Source: an optimization exercise on an open RTL-to-GDS flow (aim: small area). Production flows keep margins and buffers that such runs may drop.
Only simulation tests tie the RTL to the original design; equivalence was not proved.
No activity file was given, so power comes from the tool's default toggle rates.

--- run.sh ---
#!/bin/bash
# synth_recipe.tcl (not shown) runs the flow's synth.tcl, then flattens the netlist and writes it again
# the make line also repeats each setting of config.mk as NAME=value (left out here)
make -C /OpenROAD-flow-scripts/flow DESIGN_CONFIG=/design/flow/config.mk WORK_HOME=/design/flow/orfs CLKGATE_MAP_FILE= SYNTH_SCRIPT=/design/flow/synth_recipe.tcl finish
--- config.mk ---
export PLATFORM = sky130hd
export DESIGN_NAME = hdcp_cipher
export DESIGN_NICKNAME = hdcp_cipher
export VERILOG_FILES = /design/flow/design.v
export SDC_FILE = /design/flow/constraint.sdc
export NUM_CORES = 4
export LEC_CHECK = 0
export CAP_MARGIN = 20
export CORE_MARGIN = 2
export CORE_UTILIZATION = 40
export SLEW_MARGIN = 20
--- constraint.sdc ---
create_clock -name core_clock -period 4.0 [get_ports {clk}]
set_input_delay 0.8000 -clock core_clock [delete_from_list [all_inputs] [get_ports {clk}]]
set_output_delay 0.8000 -clock core_clock [all_outputs]
set_load 0.01 [all_outputs]
--- design.v ---
module diff_network (
		     input wire [6:0]   i,
		     output wire [6:0]  o,
		     input wire [6:0]   k
		     );
   assign o[0] = k[0] ^      ^ i[1] ^ i[2] ^ i[3] ^ i[4] ^ i[5] ^ i[6];
   assign o[1] = k[1] ^ i[0] ^      ^ i[2] ^ i[3] ^ i[4] ^ i[5] ^ i[6];
   assign o[2] = k[2] ^ i[0] ^ i[1] ^      ^ i[3] ^ i[4] ^ i[5] ^ i[6];
   assign o[3] = k[3] ^ i[0] ^ i[1] ^ i[2] ^      ^ i[4] ^ i[5] ^ i[6];
   assign o[4] = k[4] ^ i[0] ^ i[1] ^ i[2] ^ i[3] ^      ^ i[5] ^ i[6];
   assign o[5] = k[5] ^ i[0] ^ i[1] ^ i[2] ^ i[3] ^ i[4] ^      ^ i[6];
   assign o[6] = k[6] ^ i[0] ^ i[1] ^ i[2] ^ i[3] ^ i[4] ^ i[5] ^ i[6];
endmodule  
module shuffle_network (
			input wire clk,
			input wire reset,
			input wire din,
			input wire sel,
			input wire advance,
			input wire init_iv,
			output wire dout
			);
   reg 				    a, b;
   always @(posedge clk or posedge reset) begin
      if( reset == 1 ) begin
	 a <= 1'b0;
	 b <= 1'b1;
      end else begin
	 if( init_iv ) begin
	    a <= 1'b0;
	    b <= 1'b1;
	 end else if( advance ) begin
	    a <= sel ? din : b;
	    b <= sel ? a : din;
	 end else begin
	    a <= a;
	    b <= b;
	 end
      end  
   end  
   assign dout = sel ? b : a;
endmodule  
module hdcp_lfsr(
		   input wire    clk,
		   input wire    reset,            
		   input wire [55:0]  iv,               
		   input  wire   init_iv,          
		   input  wire   advance,          
		   output wire   onebit            
		   );
   reg [12:0] 			 lfsr0;
   reg [13:0] 			 lfsr1;
   reg [15:0] 			 lfsr2;
   reg [16:0] 			 lfsr3;
   wire [3:0] 			 comb_tap0;
   wire [3:0] 			 comb_tap1;
   wire [3:0] 			 comb_tap2;
   always @(posedge clk or posedge reset) begin
      if( reset == 1 ) begin
	 lfsr0 <= 13'b0;
	 lfsr1 <= 14'b0;
	 lfsr2 <= 16'b0;
	 lfsr3 <= 17'b0;
      end else begin
	 if( init_iv ) begin
	    lfsr0[12:0] <= {~iv[6],iv[11:0]};
	    lfsr1[13:0] <= {~iv[18],iv[24:12]};
	    lfsr2[15:0] <= {~iv[32],iv[39:25]};
	    lfsr3[16:0] <= {~iv[47],iv[55:40]};
	 end else if( advance ) begin
	    lfsr0[0 ] <= lfsr0[4] ^ lfsr0[8] ^ lfsr0[10] ^ lfsr0[12];
	    lfsr0[1 ] <= lfsr0[0 ];
	    lfsr0[2 ] <= lfsr0[1 ];
	    lfsr0[3 ] <= lfsr0[2 ];
	    lfsr0[4 ] <= lfsr0[3 ];
	    lfsr0[5 ] <= lfsr0[4 ];
	    lfsr0[6 ] <= lfsr0[5 ];
	    lfsr0[7 ] <= lfsr0[6 ];
	    lfsr0[8 ] <= lfsr0[7 ];
	    lfsr0[9 ] <= lfsr0[8 ];
	    lfsr0[10] <= lfsr0[9 ];
	    lfsr0[11] <= lfsr0[10];
	    lfsr0[12] <= lfsr0[11];
	    lfsr1[0 ] <= lfsr1[3] ^ lfsr1[5] ^ lfsr1[6] ^ lfsr1[9] ^ lfsr1[10] ^ lfsr1[13];
	    lfsr1[1 ] <= lfsr1[0 ];
	    lfsr1[2 ] <= lfsr1[1 ];
	    lfsr1[3 ] <= lfsr1[2 ];
	    lfsr1[4 ] <= lfsr1[3 ];
	    lfsr1[5 ] <= lfsr1[4 ];
	    lfsr1[6 ] <= lfsr1[5 ];
	    lfsr1[7 ] <= lfsr1[6 ];
	    lfsr1[8 ] <= lfsr1[7 ];
	    lfsr1[9 ] <= lfsr1[8 ];
	    lfsr1[10] <= lfsr1[9 ];
	    lfsr1[11] <= lfsr1[10];
	    lfsr1[12] <= lfsr1[11];
	    lfsr1[13] <= lfsr1[12];
	    lfsr2[0 ] <= lfsr2[4] ^ lfsr2[6] ^ lfsr2[7] ^ lfsr2[11] ^ lfsr2[14] ^ lfsr2[15];
	    lfsr2[1 ] <= lfsr2[0 ];
	    lfsr2[2 ] <= lfsr2[1 ];
	    lfsr2[3 ] <= lfsr2[2 ];
	    lfsr2[4 ] <= lfsr2[3 ];
	    lfsr2[5 ] <= lfsr2[4 ];
	    lfsr2[6 ] <= lfsr2[5 ];
	    lfsr2[7 ] <= lfsr2[6 ];
	    lfsr2[8 ] <= lfsr2[7 ];
	    lfsr2[9 ] <= lfsr2[8 ];
	    lfsr2[10] <= lfsr2[9 ];
	    lfsr2[11] <= lfsr2[10];
	    lfsr2[12] <= lfsr2[11];
	    lfsr2[13] <= lfsr2[12];
	    lfsr2[14] <= lfsr2[13];
	    lfsr2[15] <= lfsr2[14];
	    lfsr3[0 ] <= lfsr3[4] ^ lfsr3[10] ^ lfsr3[14] ^ lfsr3[16];
	    lfsr3[1 ] <= lfsr3[0 ];
	    lfsr3[2 ] <= lfsr3[1 ];
	    lfsr3[3 ] <= lfsr3[2 ];
	    lfsr3[4 ] <= lfsr3[3 ];
	    lfsr3[5 ] <= lfsr3[4 ];
	    lfsr3[6 ] <= lfsr3[5 ];
	    lfsr3[7 ] <= lfsr3[6 ];
	    lfsr3[8 ] <= lfsr3[7 ];
	    lfsr3[9 ] <= lfsr3[8 ];
	    lfsr3[10] <= lfsr3[9 ];
	    lfsr3[11] <= lfsr3[10];
	    lfsr3[12] <= lfsr3[11];
	    lfsr3[13] <= lfsr3[12];
	    lfsr3[14] <= lfsr3[13];
	    lfsr3[15] <= lfsr3[14];
	    lfsr3[16] <= lfsr3[15];
	 end else begin
	    lfsr0 <= lfsr0;
	    lfsr1 <= lfsr1;
	    lfsr2 <= lfsr2;
	    lfsr3 <= lfsr3;
	 end
      end  
   end  
   assign comb_tap0[0] = lfsr0[3];
   assign comb_tap0[1] = lfsr1[4];
   assign comb_tap0[2] = lfsr2[5];
   assign comb_tap0[3] = lfsr3[5];
   assign comb_tap1[0] = lfsr0[7];
   assign comb_tap1[1] = lfsr1[8];
   assign comb_tap1[2] = lfsr2[9];
   assign comb_tap1[3] = lfsr3[11];
   assign comb_tap2[0] = lfsr0[12];
   assign comb_tap2[1] = lfsr1[13];
   assign comb_tap2[2] = lfsr2[15];
   assign comb_tap2[3] = lfsr3[16];
   wire [3:0] sh_dout;
   shuffle_network sh0 ( .clk(clk), .reset(reset),
			 .din(comb_tap0[0] ^ comb_tap0[1] ^ comb_tap0[2] ^ comb_tap0[3]),
			 .sel(comb_tap1[0]),
			 .advance(advance),
			 .init_iv(init_iv),
			 .dout(sh_dout[0])
			 );
   shuffle_network sh1 ( .clk(clk), .reset(reset),
			 .din(sh_dout[0]),
			 .sel(comb_tap1[1]),
			 .advance(advance),
			 .init_iv(init_iv),
			 .dout(sh_dout[1])
			 );
   shuffle_network sh2 ( .clk(clk), .reset(reset),
			 .din(sh_dout[1]),
			 .sel(comb_tap1[2]),
			 .advance(advance),
			 .init_iv(init_iv),
			 .dout(sh_dout[2])
			 );
   shuffle_network sh3 ( .clk(clk), .reset(reset),
			 .din(sh_dout[2]),
			 .sel(comb_tap1[3]),
			 .advance(advance),
			 .init_iv(init_iv),
			 .dout(sh_dout[3])
			 );
   assign onebit = sh_dout[3] ^ comb_tap2[0] ^ comb_tap2[1] ^ comb_tap2[2] ^ comb_tap2[3];
endmodule  
module hdcp_block (
		   input wire clk,
		   input wire reset,
		   input wire load,
		   input wire [83:0] B,
		   input wire [83:0] K,
		   output wire [83:0] Bo,
		   input wire rekey,
		   input wire lfsr_in,
		   output reg [23:0] ostream,
		   input wire advance
		   );
   reg [27:0] 		      Bx;
   reg [27:0]		      By;
   reg [27:0] 		      Bz;
   wire [27:0] 		      o_Bx;
   wire [27:0]		      o_By;
   wire [27:0] 		      o_Bz;
   reg [27:0] 		      Kx;
   reg [27:0] 		      Ky;
   reg [27:0] 		      Kz;
   wire [27:0] 		      o_Kx;
   wire [27:0] 		      o_Ky;
   wire 		      o_Ky13;  
   wire [27:0] 		      o_Kz;
   wire [23:0] 		      ostream_r;
   wire [3:0] 		      SK0_in;
   wire [3:0] 		      SK1_in;
   wire [3:0] 		      SK2_in;
   wire [3:0] 		      SK3_in;
   wire [3:0] 		      SK4_in;
   wire [3:0] 		      SK5_in;
   wire [3:0] 		      SK6_in;
   reg [3:0] 		      SK0;
   reg [3:0] 		      SK1;
   reg [3:0] 		      SK2;
   reg [3:0] 		      SK3;
   reg [3:0] 		      SK4;
   reg [3:0] 		      SK5;
   reg [3:0] 		      SK6;
   wire [3:0] 		      SB0_in;
   wire [3:0] 		      SB1_in;
   wire [3:0] 		      SB2_in;
   wire [3:0] 		      SB3_in;
   wire [3:0] 		      SB4_in;
   wire [3:0] 		      SB5_in;
   wire [3:0] 		      SB6_in;
   reg [3:0] 		      SB0;
   reg [3:0] 		      SB1;
   reg [3:0] 		      SB2;
   reg [3:0] 		      SB3;
   reg [3:0] 		      SB4;
   reg [3:0] 		      SB5;
   reg [3:0] 		      SB6;
   assign Bo = {Bz[27:0],By[27:0],Bx[27:0]};
   always @(posedge clk or posedge reset) begin
      if( reset ) begin
	 Bx <= 28'b0;
	 By <= 28'b0;
	 Bz <= 28'b0;
	 Kx <= 28'b0;
	 Ky <= 28'b0;
	 Kz <= 28'b0;
	 ostream <= 24'b0;
      end else begin
	 if( load ) begin
	    Bz <= {19'b0,1'b0,B[63:56]};  
	    By <= B[55:28];
	    Bx <= B[27:0];
	    Kz <= K[83:56];
	    Ky <= K[55:28];
	    Kx <= K[27:0];
	    ostream <= 24'b0;
	 end else if( advance ) begin
	    Bx <= o_Bx;
	    By <= o_By;
	    Bz <= o_Bz;
	    Kx <= o_Kx;
	    Ky <= o_Ky;
	    Kz <= o_Kz;
	    ostream <= ostream_r;
	 end else begin
	    Bx <= Bx;
	    By <= By;
	    Bz <= Bz;
	    Kx <= Kx;
	    Ky <= Ky;
	    Kz <= Kz;
	    ostream <= ostream;
	 end
      end  
   end  
   diff_network bround1 ( .o({o_Bx[24],o_Bx[20],o_Bx[16],o_Bx[12],o_Bx[8],o_Bx[4],o_Bx[0]}),
			  .k({Ky[6],Ky[5],Ky[4],Ky[3],Ky[2],Ky[1],Ky[0]}),
			  .i({Bz[6],Bz[5],Bz[4],Bz[3],Bz[2],Bz[1],Bz[0]}) );
   diff_network bround2 ( .o({o_By[24],o_By[20],o_By[16],o_By[12],o_By[8],o_By[4],o_By[0]}),
			  .k({1'b0,1'b0,1'b0,1'b0,1'b0,1'b0,1'b0}),
			  .i({By[12],By[2],By[1],By[0],Bz[9],Bz[8],Bz[7]}) );
   diff_network bround3 ( .o({o_By[25],o_By[21],o_By[17],o_By[13],o_By[9],o_By[5],o_By[1]}),
			  .k({1'b0,1'b0,1'b0,1'b0,1'b0,1'b0,1'b0}),
			  .i({By[13],By[5],By[4],By[3],Bz[12],Bz[11],Bz[10]}) );
   diff_network bround4 ( .o({o_By[26],o_By[22],o_By[18],o_By[14],o_By[10],o_By[6],o_By[2]}),
			  .k({1'b0,1'b0,1'b0,1'b0,1'b0,1'b0,1'b0}),
			  .i({By[14],By[8],By[7],By[6],Bz[15],Bz[14],Bz[13]}) );
   diff_network bround5 ( .o({o_By[27],o_By[23],o_By[19],o_By[15],o_By[11],o_By[7],o_By[3]}),
			  .k({1'b0,1'b0,1'b0,1'b0,1'b0,1'b0,1'b0}),
			  .i({By[15],By[11],By[10],By[9],Bz[18],Bz[17],Bz[16]}) );
   diff_network bround6 ( .o({o_Bx[25],o_Bx[21],o_Bx[17],o_Bx[13],o_Bx[9],o_Bx[5],o_Bx[1]}),
			  .k({Ky[13],Ky[12],Ky[11],Ky[10],Ky[9],Ky[8],Ky[7]}),
			  .i({Bz[21],Bz[20],Bz[19],By[19],By[18],By[17],By[16]}) );
   diff_network bround7 ( .o({o_Bx[26],o_Bx[22],o_Bx[18],o_Bx[14],o_Bx[10],o_Bx[6],o_Bx[2]}),
			  .k({Ky[20],Ky[19],Ky[18],Ky[17],Ky[16],Ky[15],Ky[14]}),
			  .i({Bz[24],Bz[23],Bz[22],By[23],By[22],By[21],By[20]}) );
   diff_network bround8 ( .o({o_Bx[27],o_Bx[23],o_Bx[19],o_Bx[15],o_Bx[11],o_Bx[7],o_Bx[3]}),
			  .k({Ky[27],Ky[26],Ky[25],Ky[24],Ky[23],Ky[22],Ky[21]}),
			  .i({Bz[27],Bz[26],Bz[25],By[27],By[26],By[25],By[24]}) );
   diff_network kround1 ( .o({o_Kx[24],o_Kx[20],o_Kx[16],o_Kx[12],o_Kx[8],o_Kx[4],o_Kx[0]}),
			  .i({Kz[6],Kz[5],Kz[4],Kz[3],Kz[2],Kz[1],Kz[0]}),
			  .k(7'b0) );
   diff_network kround2 ( .o({o_Ky[24],o_Ky[20],o_Ky[16],o_Ky[12],o_Ky[8],o_Ky[4],o_Ky[0]}),
			  .i({Ky[12],Ky[2],Ky[1],Ky[0],Kz[9],Kz[8],Kz[7]}),
			  .k(7'b0) );
   diff_network kround3 ( .o({o_Ky[25],o_Ky[21],o_Ky[17],o_Ky13,o_Ky[9],o_Ky[5],o_Ky[1]}),
			  .i({Ky[13],Ky[5],Ky[4],Ky[3],Kz[12],Kz[11],Kz[10]}),
			  .k(7'b0) );
   assign o_Ky[13] = rekey ? lfsr_in : o_Ky13;
   diff_network kround4 ( .o({o_Ky[26],o_Ky[22],o_Ky[18],o_Ky[14],o_Ky[10],o_Ky[6],o_Ky[2]}),
			  .i({Ky[14],Ky[8],Ky[7],Ky[6],Kz[15],Kz[14],Kz[13]}),
			  .k(7'b0) );
   diff_network kround5 ( .o({o_Ky[27],o_Ky[23],o_Ky[19],o_Ky[15],o_Ky[11],o_Ky[7],o_Ky[3]}),
			  .i({Ky[15],Ky[11],Ky[10],Ky[9],Kz[18],Kz[17],Kz[16]}),
			  .k(7'b0) );
   diff_network kround6 ( .o({o_Kx[25],o_Kx[21],o_Kx[17],o_Kx[13],o_Kx[9],o_Kx[5],o_Kx[1]}),
			  .i({Kz[21],Kz[20],Kz[19],Ky[19],Ky[18],Ky[17],Ky[16]}),
			  .k(7'b0) );
   diff_network kround7 ( .o({o_Kx[26],o_Kx[22],o_Kx[18],o_Kx[14],o_Kx[10],o_Kx[6],o_Kx[2]}),
			  .i({Kz[24],Kz[23],Kz[22],Ky[23],Ky[22],Ky[21],Ky[20]}),
			  .k(7'b0) );
   diff_network kround8 ( .o({o_Kx[27],o_Kx[23],o_Kx[19],o_Kx[15],o_Kx[11],o_Kx[7],o_Kx[3]}),
			  .i({Kz[27],Kz[26],Kz[25],Ky[27],Ky[26],Ky[25],Ky[24]}),
			  .k(7'b0) );
   always @(SK0_in[3:0]) begin
      case (SK0_in[3:0])
	4'h0: SK0 = 4'd8;
	4'h1: SK0 = 4'd14;
	4'h2: SK0 = 4'd5;
	4'h3: SK0 = 4'd9;
	4'h4: SK0 = 4'd3;
	4'h5: SK0 = 4'd0;
	4'h6: SK0 = 4'd12;
	4'h7: SK0 = 4'd6;
	4'h8: SK0 = 4'd1;
	4'h9: SK0 = 4'd11;
	4'hA: SK0 = 4'd15;
	4'hB: SK0 = 4'd2;
	4'hC: SK0 = 4'd4;
	4'hD: SK0 = 4'd7;
	4'hE: SK0 = 4'd10;
	4'hF: SK0 = 4'd13;
      endcase  
   end  
   always @(SK1_in[3:0]) begin
      case (SK1_in[3:0])
	4'h0: SK1 = 4'd1;
	4'h1: SK1 = 4'd6;
	4'h2: SK1 = 4'd4;
	4'h3: SK1 = 4'd15;
	4'h4: SK1 = 4'd8;
	4'h5: SK1 = 4'd3;
	4'h6: SK1 = 4'd11;
	4'h7: SK1 = 4'd5;
	4'h8: SK1 = 4'd10;
	4'h9: SK1 = 4'd0;
	4'hA: SK1 = 4'd9;
	4'hB: SK1 = 4'd12;
	4'hC: SK1 = 4'd7;
	4'hD: SK1 = 4'd13;
	4'hE: SK1 = 4'd14;
	4'hF: SK1 = 4'd2;
      endcase  
   end  
   always @(SK2_in[3:0]) begin
      case (SK2_in[3:0])
	4'h0: SK2 = 4'd13;
	4'h1: SK2 = 4'd11;
	4'h2: SK2 = 4'd8;
	4'h3: SK2 = 4'd6;
	4'h4: SK2 = 4'd7;
	4'h5: SK2 = 4'd4;
	4'h6: SK2 = 4'd2;
	4'h7: SK2 = 4'd15;
	4'h8: SK2 = 4'd1;
	4'h9: SK2 = 4'd12;
	4'hA: SK2 = 4'd14;
	4'hB: SK2 = 4'd0;
	4'hC: SK2 = 4'd10;
	4'hD: SK2 = 4'd3;
	4'hE: SK2 = 4'd9;
	4'hF: SK2 = 4'd5;
      endcase  
   end  
   always @(SK3_in[3:0]) begin
      case (SK3_in[3:0])
	4'h0: SK3 = 4'd0;
	4'h1: SK3 = 4'd14;
	4'h2: SK3 = 4'd11;
	4'h3: SK3 = 4'd7;
	4'h4: SK3 = 4'd12;
	4'h5: SK3 = 4'd3;
	4'h6: SK3 = 4'd2;
	4'h7: SK3 = 4'd13;
	4'h8: SK3 = 4'd15;
	4'h9: SK3 = 4'd4;
	4'hA: SK3 = 4'd8;
	4'hB: SK3 = 4'd1;
	4'hC: SK3 = 4'd9;
	4'hD: SK3 = 4'd10;
	4'hE: SK3 = 4'd5;
	4'hF: SK3 = 4'd6;
      endcase  
   end  
   always @(SK4_in[3:0]) begin
      case (SK4_in[3:0])
	4'h0: SK4 = 4'd12;
	4'h1: SK4 = 4'd7;
	4'h2: SK4 = 4'd15;
	4'h3: SK4 = 4'd8;
	4'h4: SK4 = 4'd11;
	4'h5: SK4 = 4'd14;
	4'h6: SK4 = 4'd1;
	4'h7: SK4 = 4'd4;
	4'h8: SK4 = 4'd6;
	4'h9: SK4 = 4'd10;
	4'hA: SK4 = 4'd3;
	4'hB: SK4 = 4'd5;
	4'hC: SK4 = 4'd0;
	4'hD: SK4 = 4'd9;
	4'hE: SK4 = 4'd13;
	4'hF: SK4 = 4'd2;
      endcase  
   end  
   always @(SK5_in[3:0]) begin
      case (SK5_in[3:0])
	4'h0: SK5 = 4'd1;
	4'h1: SK5 = 4'd12;
	4'h2: SK5 = 4'd7;
	4'h3: SK5 = 4'd2;
	4'h4: SK5 = 4'd8;
	4'h5: SK5 = 4'd3;
	4'h6: SK5 = 4'd4;
	4'h7: SK5 = 4'd14;
	4'h8: SK5 = 4'd11;
	4'h9: SK5 = 4'd5;
	4'hA: SK5 = 4'd0;
	4'hB: SK5 = 4'd15;
	4'hC: SK5 = 4'd13;
	4'hD: SK5 = 4'd6;
	4'hE: SK5 = 4'd10;
	4'hF: SK5 = 4'd9;
      endcase  
   end  
   always @(SK6_in[3:0]) begin
      case (SK6_in[3:0])
	4'h0: SK6 = 4'd10;
	4'h1: SK6 = 4'd7;
	4'h2: SK6 = 4'd6;
	4'h3: SK6 = 4'd1;
	4'h4: SK6 = 4'd0;
	4'h5: SK6 = 4'd14;
	4'h6: SK6 = 4'd3;
	4'h7: SK6 = 4'd13;
	4'h8: SK6 = 4'd12;
	4'h9: SK6 = 4'd9;
	4'hA: SK6 = 4'd11;
	4'hB: SK6 = 4'd2;
	4'hC: SK6 = 4'd15;
	4'hD: SK6 = 4'd5;
	4'hE: SK6 = 4'd4;
	4'hF: SK6 = 4'd8;
      endcase  
   end  
   always @(SB0_in[3:0]) begin
      case (SB0_in[3:0])
	4'h0: SB0 = 4'd12;
	4'h1: SB0 = 4'd9;
	4'h2: SB0 = 4'd3;
	4'h3: SB0 = 4'd0;
	4'h4: SB0 = 4'd11;
	4'h5: SB0 = 4'd5;
	4'h6: SB0 = 4'd13;
	4'h7: SB0 = 4'd6;
	4'h8: SB0 = 4'd2;
	4'h9: SB0 = 4'd4;
	4'hA: SB0 = 4'd14;
	4'hB: SB0 = 4'd7;
	4'hC: SB0 = 4'd8;
	4'hD: SB0 = 4'd15;
	4'hE: SB0 = 4'd1;
	4'hF: SB0 = 4'd10;
      endcase  
   end  
   always @(SB1_in[3:0]) begin
      case (SB1_in[3:0])
	4'h0: SB1 = 4'd3;
	4'h1: SB1 = 4'd8;
	4'h2: SB1 = 4'd14;
	4'h3: SB1 = 4'd1;
	4'h4: SB1 = 4'd5;
	4'h5: SB1 = 4'd2;
	4'h6: SB1 = 4'd11;
	4'h7: SB1 = 4'd13;
	4'h8: SB1 = 4'd10;
	4'h9: SB1 = 4'd4;
	4'hA: SB1 = 4'd9;
	4'hB: SB1 = 4'd7;
	4'hC: SB1 = 4'd6;
	4'hD: SB1 = 4'd15;
	4'hE: SB1 = 4'd12;
	4'hF: SB1 = 4'd0;
      endcase  
   end  
   always @(SB2_in[3:0]) begin
      case (SB2_in[3:0])
	4'h0: SB2 = 4'd7;
	4'h1: SB2 = 4'd4;
	4'h2: SB2 = 4'd1;
	4'h3: SB2 = 4'd10;
	4'h4: SB2 = 4'd11;
	4'h5: SB2 = 4'd13;
	4'h6: SB2 = 4'd14;
	4'h7: SB2 = 4'd3;
	4'h8: SB2 = 4'd12;
	4'h9: SB2 = 4'd15;
	4'hA: SB2 = 4'd6;
	4'hB: SB2 = 4'd0;
	4'hC: SB2 = 4'd2;
	4'hD: SB2 = 4'd8;
	4'hE: SB2 = 4'd9;
	4'hF: SB2 = 4'd5;
      endcase  
   end  
   always @(SB3_in[3:0]) begin
      case (SB3_in[3:0])
	4'h0: SB3 = 4'd6;
	4'h1: SB3 = 4'd3;
	4'h2: SB3 = 4'd1;
	4'h3: SB3 = 4'd4;
	4'h4: SB3 = 4'd10;
	4'h5: SB3 = 4'd12;
	4'h6: SB3 = 4'd15;
	4'h7: SB3 = 4'd2;
	4'h8: SB3 = 4'd5;
	4'h9: SB3 = 4'd14;
	4'hA: SB3 = 4'd11;
	4'hB: SB3 = 4'd8;
	4'hC: SB3 = 4'd9;
	4'hD: SB3 = 4'd7;
	4'hE: SB3 = 4'd0;
	4'hF: SB3 = 4'd13;
      endcase  
   end  
   always @(SB4_in[3:0]) begin
      case (SB4_in[3:0])
	4'h0: SB4 = 4'd3;
	4'h1: SB4 = 4'd6;
	4'h2: SB4 = 4'd15;
	4'h3: SB4 = 4'd12;
	4'h4: SB4 = 4'd4;
	4'h5: SB4 = 4'd1;
	4'h6: SB4 = 4'd9;
	4'h7: SB4 = 4'd2;
	4'h8: SB4 = 4'd5;
	4'h9: SB4 = 4'd8;
	4'hA: SB4 = 4'd10;
	4'hB: SB4 = 4'd7;
	4'hC: SB4 = 4'd11;
	4'hD: SB4 = 4'd13;
	4'hE: SB4 = 4'd0;
	4'hF: SB4 = 4'd14;
      endcase  
   end  
   always @(SB5_in[3:0]) begin
      case (SB5_in[3:0])
	4'h0: SB5 = 4'd11;
	4'h1: SB5 = 4'd14;
	4'h2: SB5 = 4'd6;
	4'h3: SB5 = 4'd8;
	4'h4: SB5 = 4'd5;
	4'h5: SB5 = 4'd2;
	4'h6: SB5 = 4'd12;
	4'h7: SB5 = 4'd7;
	4'h8: SB5 = 4'd1;
	4'h9: SB5 = 4'd4;
	4'hA: SB5 = 4'd15;
	4'hB: SB5 = 4'd3;
	4'hC: SB5 = 4'd10;
	4'hD: SB5 = 4'd13;
	4'hE: SB5 = 4'd9;
	4'hF: SB5 = 4'd0;
      endcase  
   end  
   always @(SB6_in[3:0]) begin
      case (SB6_in[3:0])
	4'h0: SB6 = 4'd1;
	4'h1: SB6 = 4'd11;
	4'h2: SB6 = 4'd7;
	4'h3: SB6 = 4'd4;
	4'h4: SB6 = 4'd2;
	4'h5: SB6 = 4'd5;
	4'h6: SB6 = 4'd12;
	4'h7: SB6 = 4'd9;
	4'h8: SB6 = 4'd13;
	4'h9: SB6 = 4'd6;
	4'hA: SB6 = 4'd8;
	4'hB: SB6 = 4'd15;
	4'hC: SB6 = 4'd14;
	4'hD: SB6 = 4'd0;
	4'hE: SB6 = 4'd3;
	4'hF: SB6 = 4'd10;
      endcase  
   end  
   assign SB0_in[0] = Bx[0];
   assign SB0_in[1] = Bx[7];
   assign SB0_in[2] = Bx[14];
   assign SB0_in[3] = Bx[21];
   assign SK0_in[0] = Kx[0];
   assign SK0_in[1] = Kx[7];
   assign SK0_in[2] = Kx[14];
   assign SK0_in[3] = Kx[21];
   assign o_Bz[0] = SB0[0];
   assign o_Bz[7] = SB0[1];
   assign o_Bz[14] = SB0[2];
   assign o_Bz[21] = SB0[3];
   assign o_Kz[0] = SK0[0];
   assign o_Kz[7] = SK0[1];
   assign o_Kz[14] = SK0[2];
   assign o_Kz[21] = SK0[3];
   assign SB1_in[0] = Bx[1];
   assign SB1_in[1] = Bx[8];
   assign SB1_in[2] = Bx[15];
   assign SB1_in[3] = Bx[22];
   assign SK1_in[0] = Kx[1];
   assign SK1_in[1] = Kx[8];
   assign SK1_in[2] = Kx[15];
   assign SK1_in[3] = Kx[22];
   assign o_Bz[1] = SB1[0];
   assign o_Bz[8] = SB1[1];
   assign o_Bz[15] = SB1[2];
   assign o_Bz[22] = SB1[3];
   assign o_Kz[1] = SK1[0];
   assign o_Kz[8] = SK1[1];
   assign o_Kz[15] = SK1[2];
   assign o_Kz[22] = SK1[3];
   assign SB2_in[0] = Bx[2];
   assign SB2_in[1] = Bx[9];
   assign SB2_in[2] = Bx[16];
   assign SB2_in[3] = Bx[23];
   assign SK2_in[0] = Kx[2];
   assign SK2_in[1] = Kx[9];
   assign SK2_in[2] = Kx[16];
   assign SK2_in[3] = Kx[23];
   assign o_Bz[2] = SB2[0];
   assign o_Bz[9] = SB2[1];
   assign o_Bz[16] = SB2[2];
   assign o_Bz[23] = SB2[3];
   assign o_Kz[2] = SK2[0];
   assign o_Kz[9] = SK2[1];
   assign o_Kz[16] = SK2[2];
   assign o_Kz[23] = SK2[3];
   assign SB3_in[0] = Bx[3];
   assign SB3_in[1] = Bx[10];
   assign SB3_in[2] = Bx[17];
   assign SB3_in[3] = Bx[24];
   assign SK3_in[0] = Kx[3];
   assign SK3_in[1] = Kx[10];
   assign SK3_in[2] = Kx[17];
   assign SK3_in[3] = Kx[24];
   assign o_Bz[3] = SB3[0];
   assign o_Bz[10] = SB3[1];
   assign o_Bz[17] = SB3[2];
   assign o_Bz[24] = SB3[3];
   assign o_Kz[3] = SK3[0];
   assign o_Kz[10] = SK3[1];
   assign o_Kz[17] = SK3[2];
   assign o_Kz[24] = SK3[3];
   assign SB4_in[0] = Bx[4];
   assign SB4_in[1] = Bx[11];
   assign SB4_in[2] = Bx[18];
   assign SB4_in[3] = Bx[25];
   assign SK4_in[0] = Kx[4];
   assign SK4_in[1] = Kx[11];
   assign SK4_in[2] = Kx[18];
   assign SK4_in[3] = Kx[25];
   assign o_Bz[4] = SB4[0];
   assign o_Bz[11] = SB4[1];
   assign o_Bz[18] = SB4[2];
   assign o_Bz[25] = SB4[3];
   assign o_Kz[4] = SK4[0];
   assign o_Kz[11] = SK4[1];
   assign o_Kz[18] = SK4[2];
   assign o_Kz[25] = SK4[3];
   assign SB5_in[0] = Bx[5];
   assign SB5_in[1] = Bx[12];
   assign SB5_in[2] = Bx[19];
   assign SB5_in[3] = Bx[26];
   assign SK5_in[0] = Kx[5];
   assign SK5_in[1] = Kx[12];
   assign SK5_in[2] = Kx[19];
   assign SK5_in[3] = Kx[26];
   assign o_Bz[5] = SB5[0];
   assign o_Bz[12] = SB5[1];
   assign o_Bz[19] = SB5[2];
   assign o_Bz[26] = SB5[3];
   assign o_Kz[5] = SK5[0];
   assign o_Kz[12] = SK5[1];
   assign o_Kz[19] = SK5[2];
   assign o_Kz[26] = SK5[3];
   assign SB6_in[0] = Bx[6];
   assign SB6_in[1] = Bx[13];
   assign SB6_in[2] = Bx[20];
   assign SB6_in[3] = Bx[27];
   assign SK6_in[0] = Kx[6];
   assign SK6_in[1] = Kx[13];
   assign SK6_in[2] = Kx[20];
   assign SK6_in[3] = Kx[27];
   assign o_Bz[6] = SB6[0];
   assign o_Bz[13] = SB6[1];
   assign o_Bz[20] = SB6[2];
   assign o_Bz[27] = SB6[3];
   assign o_Kz[6] = SK6[0];
   assign o_Kz[13] = SK6[1];
   assign o_Kz[20] = SK6[2];
   assign o_Kz[27] = SK6[3];
assign ostream_r[0] = (Bz[17] & Kz[3]) ^ (Bz[26] & Kz[6]) ^ (Bz[22] & Kz[0]) ^ (Bz[27] & Kz[9]) ^ (Bz[21] & Kz[4]) ^ (Bz[18] & Kz[22]) ^ (Bz[2] & Kz[5]) ^ By[5] ^ Ky[10];
assign ostream_r[1] = (Bz[5] & Kz[20]) ^ (Bz[20] & Kz[18]) ^ (Bz[15] & Kz[7]) ^ (Bz[24] & Kz[23]) ^ (Bz[2] & Kz[15]) ^ (Bz[25] & Kz[5]) ^ (Bz[0] & Kz[3]) ^ By[16] ^ Ky[25];
assign ostream_r[2] = (Bz[22] & Kz[7]) ^ (Bz[5] & Kz[19]) ^ (Bz[14] & Kz[2]) ^ (Bz[16] & Kz[10]) ^ (Bz[25] & Kz[22]) ^ (Bz[17] & Kz[4]) ^ (Bz[20] & Kz[13]) ^ By[11] ^ Ky[21];
assign ostream_r[3] = (Bz[19] & Kz[6]) ^ (Bz[3] & Kz[14]) ^ (Bz[15] & Kz[9]) ^ (Bz[11] & Kz[8]) ^ (Bz[21] & Kz[17]) ^ (Bz[16] & Kz[18]) ^ (Bz[27] & Kz[12]) ^ By[1] ^ Ky[24];
assign ostream_r[4] = (Bz[19] & Kz[25]) ^ (Bz[6] & Kz[6]) ^ (Bz[17] & Kz[5]) ^ (Bz[18] & Kz[2]) ^ (Bz[22] & Kz[10]) ^ (Bz[7] & Kz[15]) ^ (Bz[9] & Kz[21]) ^ By[12] ^ Ky[8];
assign ostream_r[5] = (Bz[3] & Kz[27]) ^ (Bz[7] & Kz[14]) ^ (Bz[4] & Kz[2]) ^ (Bz[8] & Kz[4]) ^ (Bz[16] & Kz[24]) ^ (Bz[6] & Kz[19]) ^ (Bz[5] & Kz[1]) ^ By[17] ^ Ky[12];
assign ostream_r[6] = (Bz[8] & Kz[17]) ^ (Bz[21] & Kz[26]) ^ (Bz[27] & Kz[4]) ^ (Bz[2] & Kz[16]) ^ (Bz[11] & Kz[27]) ^ (Bz[24] & Kz[7]) ^ (Bz[12] & Kz[22]) ^ By[3] ^ Ky[11];
assign ostream_r[7] = (Bz[9] & Kz[9]) ^ (Bz[5] & Kz[10]) ^ (Bz[7] & Kz[19]) ^ (Bz[4] & Kz[11]) ^ (Bz[8] & Kz[7]) ^ (Bz[13] & Kz[6]) ^ (Bz[3] & Kz[8]) ^ By[15] ^ Ky[23];
assign ostream_r[8] = (Bz[26] & Kz[13]) ^ (Bz[13] & Kz[12]) ^ (Bz[23] & Kz[18]) ^ (Bz[10] & Kz[24]) ^ (Bz[11] & Kz[15]) ^ (Bz[7] & Kz[23]) ^ (Bz[15] & Kz[7]) ^ By[19] ^ Ky[16];
assign ostream_r[9] = (Bz[1] & Kz[0]) ^ (Bz[0] & Kz[5]) ^ (Bz[19] & Kz[20]) ^ (Bz[11] & Kz[25]) ^ (Bz[13] & Kz[1]) ^ (Bz[16] & Kz[24]) ^ (Bz[24] & Kz[9]) ^ By[18] ^ Ky[27];
assign ostream_r[10] = (Bz[26] & Kz[14]) ^ (Bz[13] & Kz[23]) ^ (Bz[9] & Kz[27]) ^ (Bz[14] & Kz[25]) ^ (Bz[10] & Kz[17]) ^ (Bz[4] & Kz[19]) ^ (Bz[1] & Kz[1]) ^ By[2] ^ Ky[22];
assign ostream_r[11] = (Bz[21] & Kz[6]) ^ (Bz[15] & Kz[21]) ^ (Bz[5] & Kz[17]) ^ (Bz[3] & Kz[15]) ^ (Bz[13] & Kz[26]) ^ (Bz[25] & Kz[11]) ^ (Bz[16] & Kz[16]) ^ By[27] ^ Ky[7];
assign ostream_r[12] = (Bz[20] & Kz[11]) ^ (Bz[7] & Kz[22]) ^ (Bz[18] & Kz[20]) ^ (Bz[12] & Kz[0]) ^ (Bz[17] & Kz[26]) ^ (Bz[1] & Kz[23]) ^ (Bz[16] & Kz[17]) ^ By[0] ^ Ky[2];
assign ostream_r[13] = (Bz[14] & Kz[8]) ^ (Bz[23] & Kz[4]) ^ (Bz[1] & Kz[3]) ^ (Bz[12] & Kz[14]) ^ (Bz[24] & Kz[20]) ^ (Bz[6] & Kz[26]) ^ (Bz[18] & Kz[23]) ^ By[9] ^ Ky[15];
assign ostream_r[14] = (Bz[19] & Kz[19]) ^ (Bz[6] & Kz[0]) ^ (Bz[21] & Kz[18]) ^ (Bz[25] & Kz[2]) ^ (Bz[23] & Kz[13]) ^ (Bz[1] & Kz[8]) ^ (Bz[10] & Kz[24]) ^ By[8] ^ Ky[14];
assign ostream_r[15] = (Bz[3] & Kz[16]) ^ (Bz[0] & Kz[21]) ^ (Bz[27] & Kz[24]) ^ (Bz[23] & Kz[25]) ^ (Bz[19] & Kz[12]) ^ (Bz[8] & Kz[27]) ^ (Bz[4] & Kz[15]) ^ By[7] ^ Ky[18];
assign ostream_r[16] = (Bz[6] & Kz[3]) ^ (Bz[5] & Kz[5]) ^ (Bz[14] & Kz[8]) ^ (Bz[22] & Kz[25]) ^ (Bz[24] & Kz[7]) ^ (Bz[18] & Kz[27]) ^ (Bz[2] & Kz[2]) ^ By[21] ^ Ky[26];
assign ostream_r[17] = (Bz[3] & Kz[11]) ^ (Bz[4] & Kz[14]) ^ (Bz[2] & Kz[23]) ^ (Bz[6] & Kz[17]) ^ (Bz[22] & Kz[22]) ^ (Bz[14] & Kz[13]) ^ (Bz[12] & Kz[19]) ^ By[26] ^ Ky[4];
assign ostream_r[18] = (Bz[25] & Kz[1]) ^ (Bz[21] & Kz[16]) ^ (Bz[19] & Kz[14]) ^ (Bz[9] & Kz[11]) ^ (Bz[10] & Kz[12]) ^ (Bz[15] & Kz[6]) ^ (Bz[13] & Kz[10]) ^ By[22] ^ Ky[19];
assign ostream_r[19] = (Bz[23] & Kz[21]) ^ (Bz[11] & Kz[1]) ^ (Bz[10] & Kz[10]) ^ (Bz[20] & Kz[20]) ^ (Bz[1] & Kz[18]) ^ (Bz[12] & Kz[26]) ^ (Bz[14] & Kz[9]) ^ By[4] ^ Ky[13];
assign ostream_r[20] = (Bz[11] & Kz[20]) ^ (Bz[26] & Kz[21]) ^ (Bz[20] & Kz[9]) ^ (Bz[17] & Kz[25]) ^ (Bz[8] & Kz[12]) ^ (Bz[23] & Kz[3]) ^ (Bz[0] & Kz[15]) ^ By[24] ^ Ky[0];
assign ostream_r[21] = (Bz[9] & Kz[18]) ^ (Bz[17] & Kz[12]) ^ (Bz[26] & Kz[21]) ^ (Bz[4] & Kz[27]) ^ (Bz[27] & Kz[1]) ^ (Bz[0] & Kz[16]) ^ (Bz[15] & Kz[24]) ^ By[6] ^ Ky[20];
assign ostream_r[22] = (Bz[22] & Kz[13]) ^ (Bz[12] & Kz[0]) ^ (Bz[2] & Kz[3]) ^ (Bz[10] & Kz[16]) ^ (Bz[7] & Kz[22]) ^ (Bz[20] & Kz[11]) ^ (Bz[25] & Kz[26]) ^ By[13] ^ Ky[9];
assign ostream_r[23] = (Bz[27] & Kz[2]) ^ (Bz[24] & Kz[0]) ^ (Bz[26] & Kz[13]) ^ (Bz[8] & Kz[5]) ^ (Bz[0] & Kz[4]) ^ (Bz[9] & Kz[8]) ^ (Bz[18] & Kz[10]) ^ By[23] ^ Ky[3];
endmodule  
module hdcp_cipher(
		   input wire    clk,
		   input         reset,
		   input [55:0]  Km,               
		   input [63:0]  An,               
		   input         hdcpBlockCipher_init,  
		   input         authentication,   
		   input         hdcpRekeyCipher,  
		   input         hdcpStreamCipher, 
		   output [23:0] pr_data,          
		   output reg    stream_ready      
		   );
   wire 			 lfsr_out;
   wire [23:0] 			 ostream;
   wire [83:0] 			 Bo_wire;
   parameter INIT =       12'b1 << 0;    
   parameter BLOCK_1 =    12'b1 << 1;    
   parameter BLOCK_2 =    12'b1 << 2;    
   parameter BLOCK_3 =    12'b1 << 3;    
   parameter BLOCK_4 =    12'b1 << 4;    
   parameter BLOCK_5 =    12'b1 << 5;    
   parameter BLOCK_6 =    12'b1 << 6;    
   parameter BLOCK_7 =    12'b1 << 7;    
   parameter BLOCK_8 =    12'b1 << 8;    
   parameter BLOCK_9 =    12'b1 << 9;    
   parameter GET_M   =    12'b1 << 10;   
   parameter STREAM  =    12'b1 << 11;   
   parameter REKEY   =    12'b1 << 12;   
   parameter nSTATES = 13;
   reg [(nSTATES-1):0] cstate;
   reg [(nSTATES-1):0] nstate;
   reg [5:0] 	       statecnt;
   reg 		       rekey;
   reg 		       load_block;
   reg 		       load_56;  
   reg 		       load_lfsr;
   reg 		       advance_lfsr;
   reg 		       advance_block;
   reg [83:0] 	       Ks;
   reg [83:0] 	       Ki;
   reg [63:0] 	       Mi;
   reg 		       load_ks;
   reg 		       auth_mode;
   reg [83:0] 	       Kmod;
   always @ (posedge clk or posedge reset) begin
      if (reset)
	cstate <= INIT;
            else
	cstate <= nstate;
   end
   hdcp_lfsr  lfsr( .clk(clk), .reset(reset),
		    .iv(auth_mode ? Ks[55:0] : Ki[55:0]),
		    .init_iv(load_lfsr),
		    .advance(advance_lfsr),
		    .onebit(lfsr_out));
   hdcp_block block( .clk(clk), .reset(reset),
		     .load(load_block),
		     .B(auth_mode ? {20'b0,An} : {20'b0,Mi}),
		     .K(Kmod),
		     .Bo(Bo_wire),
		     .rekey(rekey),
		     .lfsr_in(lfsr_out),
		     .ostream(ostream),
		     .advance(advance_block));
   assign pr_data = ostream;
   always @ (*) begin
      case ({auth_mode,load_56})  
	2'b00: begin   
	   Kmod = Ki;
	end
	2'b01: begin   
	   Kmod = {28'b0,Ks[55:0]};
	end
	2'b10: begin  
	   Kmod = Ks;
	end
	2'b11: begin  
	   Kmod = {28'b0,Km[55:0]};
	end
      endcase  
   end  
   always @ (*) begin
      case (cstate)  
	INIT: begin
	   nstate = hdcpBlockCipher_init ? BLOCK_1 : INIT;
	end
	BLOCK_1: begin
	   nstate = BLOCK_2;
	end
	BLOCK_2: begin
	   nstate = (statecnt >= 6'd47) ? BLOCK_3: BLOCK_2;
	end
	BLOCK_3: begin
	   nstate = BLOCK_4;
	end
	BLOCK_4: begin
	   nstate = BLOCK_5;
	end
	BLOCK_5: begin
	   nstate = BLOCK_6;
	end
	BLOCK_6: begin
	   nstate = BLOCK_7;
	end
	BLOCK_7: begin
	   nstate = BLOCK_8;
	end
	BLOCK_8: begin
	   nstate = (statecnt >= 6'd55) ? BLOCK_9: BLOCK_8;
	end
	BLOCK_9: begin
	   nstate = GET_M;
	end
	GET_M: begin
	   nstate = STREAM;
	end
	STREAM: begin
	   if( hdcpBlockCipher_init ) begin
	      nstate = BLOCK_1;
	   end else if( hdcpRekeyCipher ) begin
	      nstate = REKEY;
	   end else begin
	      nstate = STREAM;
	   end
	end
	REKEY: begin
	   if( hdcpBlockCipher_init ) begin
	      nstate = BLOCK_1;
	   end else begin
	      nstate = (statecnt >= 6'd55) ? STREAM : REKEY;
	   end
	end
	default: begin
	   nstate = INIT;
	end
      endcase  
   end
   always @ (posedge clk or posedge reset) begin
      if( reset ) begin
	 statecnt <= 6'b0;
	 rekey <= 1'b0;
	 load_block <= 1'b0;
	 advance_lfsr <= 1'b0;
	 advance_block <= 1'b0;
	 load_ks <= 1'b0;
	 auth_mode <= 1'b0;
	 load_lfsr <= 1'b0;
	 stream_ready <= 1'b0;
	 load_56 <= 1'b0;
      end else begin
	 case (cstate)  
	   INIT: begin
	      statecnt <= 6'b0;
	      rekey <= 1'b0;
	      load_block <= 1'b0;
	      advance_lfsr <= 1'b0;
	      advance_block <= 1'b0;
	      load_ks <= 1'b0;
	      auth_mode <= authentication;
	      load_lfsr <= 1'b0;
	      stream_ready <= 1'b0;
	      load_56 <= 1'b0;
	   end
	   BLOCK_1: begin
	      statecnt <= 6'b0;   
	      rekey <= 1'b0;
	      load_block <= 1'b1;  
	      advance_lfsr <= 1'b0;
	      advance_block <= 1'b0;
	      load_ks <= 1'b0;
	      auth_mode <= auth_mode;
	      load_lfsr <= 1'b0;
	      stream_ready <= 1'b0;
	      load_56 <= 1'b1;
	   end
	   BLOCK_2: begin
	      statecnt <= statecnt + 1;  
	      rekey <= 1'b0;
	      load_block <= 1'b0;
	      advance_lfsr <= 1'b0;
	      advance_block <= 1'b1;
	      load_ks <= 1'b0;
	      auth_mode <= auth_mode;
	      load_lfsr <= 1'b0;
	      stream_ready <= 1'b0;
	      load_56 <= 1'b0;
	   end
	   BLOCK_3: begin
	      statecnt <= 0;
	      rekey <= 1'b0;
	      load_block <= 1'b0;
	      advance_lfsr <= 1'b0;
	      advance_block <= 1'b0;
	      load_ks <= 1'b1;   
	      auth_mode <= auth_mode;
	      load_lfsr <= 1'b0;
	      stream_ready <= 1'b0;
	      load_56 <= 1'b0;
	   end
	   BLOCK_4: begin
	      statecnt <= 0;
	      rekey <= 1'b0;
	      load_block <= 1'b0;
	      advance_lfsr <= 1'b0;
	      advance_block <= 1'b0;
	      load_ks <= 1'b1;  
	      auth_mode <= auth_mode;
	      load_lfsr <= 1'b0;
	      stream_ready <= 1'b0;
	      load_56 <= 1'b0;
	   end
	   BLOCK_5: begin
	      statecnt <= 0;
	      rekey <= 1'b0;
	      load_block <= 1'b1;    
	      advance_lfsr <= 1'b0;
	      advance_block <= 1'b0;
	      load_ks <= 1'b0;
	      auth_mode <= auth_mode;
	      load_lfsr <= 1'b0;
	      stream_ready <= 1'b0;
	      load_56 <= 1'b0;
	   end
	   BLOCK_6: begin
	      statecnt <= 0;
	      rekey <= 1'b0;   
	      load_block <= 1'b0;
	      advance_lfsr <= 1'b0;
	      advance_block <= 1'b0;
	      load_ks <= 1'b0;
	      auth_mode <= auth_mode;
	      load_lfsr <= 1'b1;     
	      stream_ready <= 1'b0;
	      load_56 <= 1'b0;
	   end
	   BLOCK_7: begin
	      statecnt <= 0;
	      rekey <= 1'b1;          
	      load_block <= 1'b0;
	      advance_lfsr <= 1'b0;
	      advance_block <= 1'b0;
	      load_ks <= 1'b0;
	      auth_mode <= auth_mode;
	      load_lfsr <= 1'b0;
	      stream_ready <= 1'b0;
	      load_56 <= 1'b0;
	   end
	   BLOCK_8: begin
	      statecnt <= statecnt + 1;  
	      rekey <= 1'b1; 
	      load_block <= 1'b0;
	      advance_lfsr <= 1'b1;
	      advance_block <= 1'b1;
	      load_ks <= 1'b0;
	      auth_mode <= auth_mode;
	      load_lfsr <= 1'b0;
	      stream_ready <= 1'b0;
	      load_56 <= 1'b0;
	   end
	   BLOCK_9: begin
	      statecnt <= 0;
	      rekey <= 1'b0;     
	      load_block <= 1'b0;
	      advance_lfsr <= 1'b0;
	      advance_block <= 1'b0;
	      load_ks <= 1'b0;
	      auth_mode <= auth_mode;
	      load_lfsr <= 1'b0;
	      stream_ready <= 1'b0;
	      load_56 <= 1'b0;
	   end  
	   GET_M: begin    
	      statecnt <= 0;
	      rekey <= 1'b0;
	      load_block <= 1'b0;
	      advance_lfsr <= 1'b0;
	      advance_block <= 1'b0;
	      load_ks <= 1'b0;
	      auth_mode <= 1'b0;
	      load_lfsr <= 1'b0;
	      stream_ready <= 1'b0;
	      load_56 <= 1'b0;
	   end
	   STREAM: begin
	      if( !hdcpBlockCipher_init && hdcpRekeyCipher ) begin
		 statecnt <= statecnt + 1;
		 rekey <= 1'b1;
		 load_block <= 1'b0;
		 advance_lfsr <= 1'b1;
		 advance_block <= 1'b1;
		 load_ks <= 1'b0;
		 auth_mode <= auth_mode;
		 load_lfsr <= 1'b0;
		 stream_ready <= 1'b0;
		 load_56 <= 1'b0;
	      end else begin  
		 statecnt <= 0;
		 rekey <= 1'b0;
		 load_block <= 1'b0;
		 advance_lfsr <= hdcpStreamCipher;
		 advance_block <= hdcpStreamCipher;
		 load_ks <= 1'b0;
		 auth_mode <= authentication;
		 load_lfsr <= 1'b0;
		 stream_ready <= 1'b1;
		 load_56 <= 1'b0;
	      end
	   end
	   REKEY: begin
	      statecnt <= statecnt + 1;
	      rekey <= 1'b1;
	      load_block <= 1'b0;
	      advance_lfsr <= 1'b1;
	      advance_block <= 1'b1;
	      load_ks <= 1'b0;
	      auth_mode <= auth_mode;
	      load_lfsr <= 1'b0;
	      stream_ready <= 1'b0;
	      load_56 <= 1'b0;
	   end
	 endcase  
      end
   end  
   always @(posedge clk or posedge reset) begin
      if( reset ) begin
	 Ks <= 80'b0;
	 Ki <= 80'b0;
      end else begin
	 if( load_ks && auth_mode ) begin
	    Ks <= Bo_wire;
	    Ki <= 80'b0;
	 end else if( load_ks && !auth_mode ) begin
	    Ks <= Ks;
	    Ki <= Bo_wire;
	 end else begin
	    Ks <= Ks;
	    Ki <= Ki;
	 end
      end
   end  
   always @(posedge clk or posedge reset) begin
      if( reset ) begin
	 Mi <= 80'b0;
      end else begin
	 if( (cstate == BLOCK_8) || (cstate == BLOCK_9) || (cstate == GET_M) ) begin
	    Mi[15:0] <= ostream[15:0];
	    Mi[31:16] <= Mi[15:0];
	    Mi[47:32] <= Mi[31:16];
	    Mi[63:48] <= Mi[47:32];
	 end else begin
	    Mi <= Mi;
	 end
      end  
   end  
endmodule  
==> results.txt <==
layer usage:
| metal | global-route usage (%) | vias up |
|---|---|---|
| li1 | - | 11600 |
| met1 | 33.7 | 12500 |
| met2 | 40.4 | 763 |
| met3 | 4.19 | 195 |
| met4 | 9.22 | 0 |
| met5 | 0 | - |
layout by cell type (no fill, tap or decap), types with 17 or more instances in the layout:
cell,instances
dfrtp_1,507
xnor2_1,377
nand2_1,292
o21ai_0,291
mux2i_1,224
a21oi_1,214
mux2_2,192
clkdlybuf4s50_1,150
inv_1,138
a211oi_1,120
nor2b_1,96
xor2_1,93
nand3b_1,84
ha_1,72
nor2_1,67
clkbuf_16,59
nor3b_1,57
o22ai_1,47
o211ai_1,41
nand2b_1,41
nor3_1,32
buf_4,24
xnor3_1,17
registers in the layout, indices dropped and copies added, names as in the netlist, 24 cells and up:
signal,flops
block.Bx,28
block.By,28
block.ostream,24
Ki,84
block.Kz,28
block.Kx,28
Mi,64
Ks,84
block.Bz,28
block.Ky,28
final timing paths:
check,start,to,slack [ns],cells past startpoint
worst max-delay path,cstate[5]$_DFF_PP0_,advance_block$_DFFE_PP0P_,1.29,5
worst min register to register,Mi[63]$_DFFE_PP0P_,Mi[63]$_DFFE_PP0P_,0.49,1
worst max register to register,cstate[5]$_DFF_PP0_,advance_block$_DFFE_PP0P_,1.29,5
min in group asynchronous,reset,advance_lfsr$_DFFE_PP0P_,0.53,2
max in group asynchronous,reset,block.Kz[4]$_DFFE_PP0P_,2.37,3
worst min-delay path,Mi[63]$_DFFE_PP0P_,Mi[63]$_DFFE_PP0P_,0.49,1
metrics by stage:
step	hold slack (ns)	total power [uW]
5_1_grt	0.509	39700
2_1_floorplan	0.464	25000
3_3_place_gp	0.473	31200
4_1_cts	0.498	37400
3_5_place_dp	0.482	31300
6_report	0.494	37500
power by group through the flow:
stage          Combinational [uW]  Sequential, uW  Clock, uW
5_1_grt                     22900           10600       6200
3_3_place_gp                20700           10500          0
2_1_floorplan               17700            7280          0
3_5_place_dp                20800           10500          0
4_1_cts                     21000           10400       6000
6_report                    21200           10500       5900
critical path, delay by kind of cell (launching register included):
kind / cells / cell delay (ns)
mux: 1 / 0.35
flops: 1 / 0.45
compound gates: 2 / 0.70
simple gates: 2 / 1.10
final cells by class:
cell class              instances  share of cell area, %
multi-input cells            2464                   49.1
inverters                     140                   1.42
clock buffers                  79                   4.43
clock inverters                28                   1.15
repair buffers                190                   5.37
well taps                    1070                   3.59
flip-flops and latches        519                   34.9
cell families (layout without fill, tap and decap cells):
group | Yosys count | after routing | share of synthesized area [%]
compound gates | 749 | 749 | 13.0
simple gates | 720 | 720 | 11.4
flops | 519 | 519 | 39.3
xor+xnor | 490 | 490 | 13.8
buf+inv | 467 | 437 | 5.37
mux | 433 | 433 | 14.3
fa+ha+maj | 72 | 72 | 2.72
==> out/results.txt <==
The run finished with no timing, DRC or antenna violations. The clock sink total is 519. The logs give 0 for the count of cells resized by post-cts repair and 2240 for the number of DRC markers in iteration 0. Buffers added to address setup during post-CTS repair amount to 0. In this run switching power makes up 47.0% of total power. In the global route stage, overall resource usage came out at 25.0%. The first global-routing pass estimated 160000 um of wire. The die covers 85000 um^2. The count of endpoints failing setup in the final report is 0. By area the synthesized netlist is led by dfrtp_1 (39%), xnor2_1 (10%), mux2i_1 (6.8%). The total count of hold-check failures in the final report is 0, and the final wirelength is 108000 um.

The top routing layer in use was met4. Synthesis produced a netlist whose cell count is 3450. Clock-pin slew was measured on the worst setup and hold paths at 0.07 ns.

The logs give 46600 um for the met1 layer wirelength in the final routing and 19900 uW for the cell internal power dissipation. The run gives 6830 um as the met3 wirelength from detailed routing. The clock passes through at most 3 buffers.

Buffers inserted during clock tree synthesis total 57. Clock tree root buffer cell: clkbuf_16. The H-tree was split into 2 levels. The routed design uses 50100 um of met2 wire. Averaged over all synthesized cells, the footprint is 9.59 um^2.

For this design the total switching power over the nets is 17700 uW. The number of pins with negative max-slew slack in the final report was 0; the initial core utilization was 40.4%. The count of state elements after synthesis was 519; the largest net degree at the start of global routing was 201. Post-layout worst setup margin: 1.29 ns. X dimension of the die: 292 um. The average wire per cell in the routed design works out to 24.0 um.

The share of the synthesized area in the top cell type came out at 38.9%. By count the netlist is led by dfrtp_1 (514), xnor2_1 (377), nand2_1 (294). Half-perimeter wire length after detailed placement: 76700 um.

Subtracting the final worst setup slack from the clock period gives 2.71 ns. The number of buffers added to fix hold violations after cts is 0. Summing every instance area after synthesis gives 33100 um^2. Of the available clock period, the critical path in the final layout requires 67.8%. The number of nets in the synthesized netlist is 3648.

Measured against its own limit, the worst slew margin works out to 21.7%. At the worst endpoint, the required time is 4.52 ns. The maximum fanout along the worst path works out to 9. The number of flops mapped to enable cells by yosys is 0, and the number of nets at the end of the flow is 3570. The logs give 5 for the initial antenna violation count and 37300 um^2 for the final cell area excluding filler cells. The core area was 82000 um^2; the count of distinct cell types in the synthesized netlist was 59. Summed over all layers, the global routing overflow is 0.

The path class of the tightest hold or removal check is reg -> reg. Share of final-layout standard cells stronger than drive strength 1: 11.0%. The nature of the critical path endpoint was a register. Yosys printed 4 warnings.

Power spread over the standard cell area amounts to 1010 nW/um^2. The congestion estimate from routability-driven global placement came to 0.973. TritonCTS built the clock tree. The cell with the largest stage delay on the worst path is nor4_1. The final routed DRC violation total is 0, and the async set or reset register ratio after synthesis is 100%.

The logs give 18300 um^2 for the combined area of the multi-input logic cells and 4383 for the number of cells in the design after placement. The tools report the register cell area after layout as 13000 um^2. By startpoint and endpoint, the worst setup path is classified as reg -> reg.

Sequential elements use 39.3% of the synthesized area. Of the total power, combinational logic draws 56.3%. Dividing the detail-routed via count by the number of cells gives 5.59. After floorplanning, the core was divided into 105 placement rows. Walking the worst path, the cells encountered are nor4_1 > o2111ai_1 > a21boi_0 > or3_1 > mux2_1. Number of diodes added for antenna fixing: 0. The proportion of power drawn by flip-flops and latches is 27.9%.

The count of fill cells added during filler insertion is 7818, and the source-to-sink clock delay at the later pin of the worst-skew pair is 0.64 ns. At the pin with the least slew margin, the transition time is 1.17 ns. The first-pass iteration count of the detailed router was 6; the leakage power of the design was 0.0155 uW.

For the number of standard cells in the layout, taps in and fillers out, the log shows 4490. Setup repair after global routing left no endpoint under its margin. Input and output buffers added on the ports amount to 150. 151 I/O pins were placed. Derived from the worst setup path, the maximum achievable clock frequency is 369 MHz.

The delay of the slowest critical-path stage is 0.70 ns, and the count of antenna-violating nets left after detailed routing is 0. The number of global-route vias before repair is 24000, and the vias after detailed routing is 25100. For the final setup skew, the log shows 0.0309 ns. The tool flagged a number of max-cap violations equal to 0. Relative contribution of the clock network to total power: 15.7%. Cell type with the largest total area after synthesis: dfrtp_1. After detailed placement, the total cell area comes to 35200 um^2. Relative to the synthesized area, the layout overhead comes to 12.7%.

The run gives 1.32 ns as the placement-stage worst setup slack. The most common cell in the synthesized netlist is dfrtp_1. The tools report the total negative setup slack as 0 ns. The tools report the kind of start point of the critical path as a register. The die is 292 um tall.

The data arrival time of the worst path is 3.23 ns. The peak ir drop on the vdd network came out at 0.000596 V. For this run, the leading register cell type out of synthesis is dfrtp_1. For this run, the share of the core covered by cells in the final layout is 45.5%.

[separate check: timing with driven ports]
How much do the figures lean on ideal ports? The routed layout below was timed once more, with nothing changed but the port constraints.
Step 1 assumes that a clkbuf_16 drives the clock port and a buf_2 every other input.
Step 2 also shifts input and output timing later by t, the mid clock arrival at the registers, as if the neighbouring blocks saw the same clock.
Three values: ideal ports, drivers, drivers and shift; two values: the first two.
t (ns): 0.688
setup WS [ns]: 1.288 / 1.288 / 1.288
hold slack, ns: 0.494 / 0.492 / 0.494
worst setup path after step 2: register to register
latest minus earliest clock arrival (ns): 0.033 / 0.033
After both steps this run still meets setup and hold. For this run, drivers alone change the setup slack by 0.000 ns; drivers and shift together by 0.000 ns.
